Source: an optimization exercise on an open RTL-to-GDS flow (aim: small area). Production flows keep margins and buffers that such runs may drop. At most, simulation tests tie the RTL to the original design; equivalence was not proved.

==> trial 76: inputs <==
## CORDIC_Rotation_top
module CORDIC_Rotation_top #(
        parameter DATA_WIDTH = 16,
        parameter CORDIC_WIDTH = 22,
        parameter ANGLE_WIDTH = 16,
        parameter CORDIC_STAGES = 16
    ) (
        input clk,
        input nreset,
        input enable_in,
        input angle_microRot_n,
        input signed [DATA_WIDTH-1:0] x_in,
        input signed [DATA_WIDTH-1:0] y_in,
        input signed [ANGLE_WIDTH-1:0] angle_in,
        input [CORDIC_STAGES-1:0] microRot_dir_in,
        input microRot_vld,
        input [1:0] quad_in,
        output signed [DATA_WIDTH-1:0] x_out,
        output signed [DATA_WIDTH-1:0] y_out,
        output output_valid_o,
        output rot_active_o
    );
    localparam W = 22;
    wire [1:0] quad = angle_microRot_n ? angle_in[15:14] : {quad_in[1], quad_in[1] ^ quad_in[0]};
    wire       neg  = quad[1] ^ quad[0];
    wire       dir0 = angle_microRot_n ? angle_in[14] : (microRot_dir_in[0] ^ quad[0]);
    wire [15:0] xq, yq;
    quad_chk qc (.x_in(x_in), .y_in(y_in), .neg(neg), .x_out(xq), .y_out(yq));
    wire [15:0] x1, y1;
    rot_block_first_stage s0 (.x_in(xq), .y_in(yq), .dir(dir0), .x_out(x1), .y_out(y1));
    wire [13:0] r0 = {angle_microRot_n ? ~angle_in[13] : quad[0], angle_in[12:0]};
    reg [16:1] v;
    reg        v17, v18;
    always @(posedge clk or negedge nreset) begin
        if (~nreset) begin
            v   <= 16'd0;
            v17 <= 1'b0;
            v18 <= 1'b0;
        end else begin
            v   <= {v[15:1], enable_in};
            v17 <= v[16];
            v18 <= v17;
        end
    end
    assign rot_active_o   = v[1];
    assign output_valid_o = v18;
    reg [15:1] am;
    always @(posedge clk) am <= {am[14:1], angle_microRot_n};
    localparam [4*14-1:0] WR = {4'd4,4'd4,4'd4,4'd5,4'd6,4'd7,4'd8,4'd9,4'd10,4'd11,4'd12,4'd13,4'd14,4'd14};
    localparam [16*14-1:0] AT = {16'h0001,16'h0002,16'h0005,16'h000A,16'h0014,16'h0028,16'h0051,
                                 16'h00A2,16'h0145,16'h028B,16'h0511,16'h09FB,16'h12E4,16'h2000};
    wire [15:1] asign;
    reg  [13:0] rr0;
  ...
clock: 10.0 ns
lec_check: 0
cap_margin: 20
core_margin: 2
core_utilization: 75
cts_buf_list: sky130_fd_sc_hd__clkbuf_8
cts_cluster_diameter: 70
cts_cluster_size: 16
place_density: 0.85
slew_margin: 20
synth_hierarchical: 1
standard.sh (not shown) runs the stock make flow with config.mk's settings and CLKGATE_MAP_FILE= SYNTH_SCRIPT=/design/flow/synth_recipe.tcl, a recipe that flattens the netlist after the stock synthesis.
==> flow/flow/run.sh <==
#!/bin/bash
set -o pipefail
CTS="-sink_clustering_enable -repair_clock_nets -sink_clustering_size 16 -sink_clustering_max_diameter 70 -buf_list sky130_fd_sc_hd__clkbuf_8 -dont_use_dummy_load"
bash standard.sh \
    BUFFER_PORTS_ARGS="-buffer_cell sky130_fd_sc_hd__buf_1" \
    CTS_ARGS="$CTS" \
    RECOVER_POWER=100 \
    POST_GLOBAL_ROUTE_TCL="$PWD/flow/post_grt.tcl" \
    finish > standard_flow.log 2>&1
==> flow/flow/post_grt.tcl <==
# After the power recovery at the end of global routing: repair max slew / max capacitance /
# fanout again (the recovery may have downsized drivers of high-fanout nets such as the
# reset), then re-route the changed nets and rewrite the route guides.
global_route -start_incremental
repair_design_helper
detailed_placement
global_route -end_incremental
estimate_parasitics -global_routing
write_guides $::env(RESULTS_DIR)/route.guide
==> build 81: changes against trial 76 <==
--- a/flow/design.v
+++ b/flow/design.v
@@ -95,16 +95,13 @@
                 if (L > 0 && j == M + L) begin : skip
                     wire e = b[M];
                     assign cj = (c[M] & ((&a[M+L-1:M]) | e)) | (e & (|a[M+L-1:M]));
                 end else begin : rip
                     assign cj = c[j];
                 end
-                if (j == W - 1 || (L > 0 && j == M + L - 1)) begin : sumonly
-                    assign s[j] = a[j] ^ b[j] ^ cj;
-                    assign c[j+1] = 1'b0;
-                end else if (j < LI) begin : half
+                if (j < LI) begin : half
                     ha_cell h (.a(b[j]), .b(cj), .s(s[j]), .co(c[j+1]));
                 end else begin : full
                     fa_cell f (.a(a[j]), .b(b[j]), .c(cj), .s(s[j]), .co(c[j+1]));
                 end
             end
             assign sv[n*W+LO +: W-LO] = s[W-1:LO];
@@ -683,13 +680,13 @@
     assign dirs[0] = dir0;
     micro_rot_gen mrg (.asign(asign), .am(am), .dir_in(microRot_dir_in[15:1]), .dirs(dirs[15:1]));
     wire [W*17-1:0] xs, ys;
     reg [15:0] x1r, y1r;
     always @(posedge clk) begin
         x1r <= x1;
-        y1r <= {y1[15:1], x1[0]};
+        y1r <= y1;
     end
     assign xs[W*1 +: W] = {x1r, 6'd0};
     assign ys[W*1 +: W] = {y1r, 6'd0};
     genvar k;
     generate
         for (k = 1; k < 16; k = k + 1) begin : stg
@@ -700,13 +697,13 @@
                 .x_in(xs[W*k+LI +: W-LI]), .y_in(ys[W*k+LI +: W-LI]), .dir(dirs[k]),
                 .x_out(xn), .y_out(yn)
             );
             reg [W-1:LO] xr, yr;
             always @(posedge clk) begin
                 xr <= xn;
-                yr <= (LO < LI) ? {yn[W-1:LO+1], xn[LO]} : yn;
+                yr <= yn;
             end
             if (LO > 0) begin : pad
                 assign xs[W*(k+1) +: W] = {xr, {LO{1'b0}}};
                 assign ys[W*(k+1) +: W] = {yr, {LO{1'b0}}};
             end else begin : nopad
                 assign xs[W*(k+1) +: W] = xr;
==> flow/run.sh (new file) <==
#!/bin/bash
# synth_recipe.tcl (not shown) runs the flow's synth.tcl, then flattens the netlist and writes it again
# the make line also repeats each setting of config.mk as NAME=value (left out here)
make -C /OpenROAD-flow-scripts/flow DESIGN_CONFIG=/design/flow/config.mk WORK_HOME=/design/flow/orfs CLKGATE_MAP_FILE= SYNTH_SCRIPT=/design/flow/synth_recipe.tcl finish
- CORE_UTILIZATION: 75 -> 60
- PLACE_DENSITY: 0.85 -> 0.75
removed: flow/flow/run.sh
removed: flow/flow/post_grt.tcl
removed: flow/standard.sh
==> trial 6: changes against trial 76 <==
- CORE_UTILIZATION: 75 -> 85
- PLACE_DENSITY: 0.85 -> 0.92
==> notes <==
Against trial 6, the cell count of build 81 is larger by 8.7%.
Register-to-register slack: trial 6 < trial 76 < build 81.
Of trial 76 and trial 6, trial 6 has the higher wire length (gap about 25%, measured against trial 6).
In build 81 the via count is lower than in trial 6, by 12%.
Between trial 76 and build 81, the lower die area is in trial 76 (gap about 20%, measured against build 81).
Of trial 6 and trial 76, trial 76 has the higher worst setup slack (gap 0.20 ns).
==> figures <==
| metric | build 81 | trial 6 | trial 76 |
|---|---|---|---|
| Global-route wire length before repair | 130000 µm | 159000 µm | 132000 µm |
| Count of nets after finishing | 4271 | 4226 | 4225 |
| Layout cell share with drive strength beyond 1 | 9.39% | 6.27% | 6.34% |
| Average wire per standard cell | 17.7 µm | 26.2 µm | 19.4 µm |
| Buf/Inv on CP | 1 | 1 | 2 |
| HPWL reported at the end of detailed placement | 63600 µm | 71100 µm | 64000 µm |
| Area Growth Syn to Fin | 6.60% | 3.16% | 3.24% |
| Run status | complete, no violations | complete, no violations | complete, no violations |
| Worst setup path end | stg[7].yr[21] | stg[9].yr[21] | stg[7].yr[21] |
| R2r startpoint | stg[15].yr[15] | stg[15].xr[15] | stg[15].xr[15] |
| Filler cell count | 5436 | 2200 | 3523 |
| Standard cell with the maximum stage delay on the critical path | clkdlybuf4s50_1 | xnor2_1 | xnor2_1 |
| Proportion of cell area occupied by multi-input gates | 56.2% | 57.6% | 57.5% |
The RTL of build 81 was laid out without a check of its function.

## static timing again, ports no longer ideal
The flow's constraints put no driver on any port. The routed layouts listed below were extracted and timed again, unchanged, in two steps.
Step 1 assumes that a clkbuf_16 drives the clock port and a buf_2 every other input.
Step 2, shift: input delay + t, output delay - t, t = (earliest + latest rising clock arrival at the registers) / 2. This alone moves slack from input paths to output paths.
a / b / c = ideal / step 1 / step 2; a / b = the first two.
| run | t, ns | setup slack, ns | worst setup path after step 2 |
|---|---|---|---|
| trial 76 | 0.734 | 0.292 / 0.324 / -0.410 | input to register |
| build 81 | 0.722 | 0.275 / 0.310 / -0.411 | input to register |
| trial 6 | 0.732 | 0.088 / 0.117 / -0.615 | input to register |
With both steps, setup timing fails in every run listed, where it was met with ideal ports. For trial 6, which loses most, drivers alone change the setup slack by +0.029 ns; drivers and shift together by -0.703 ns.
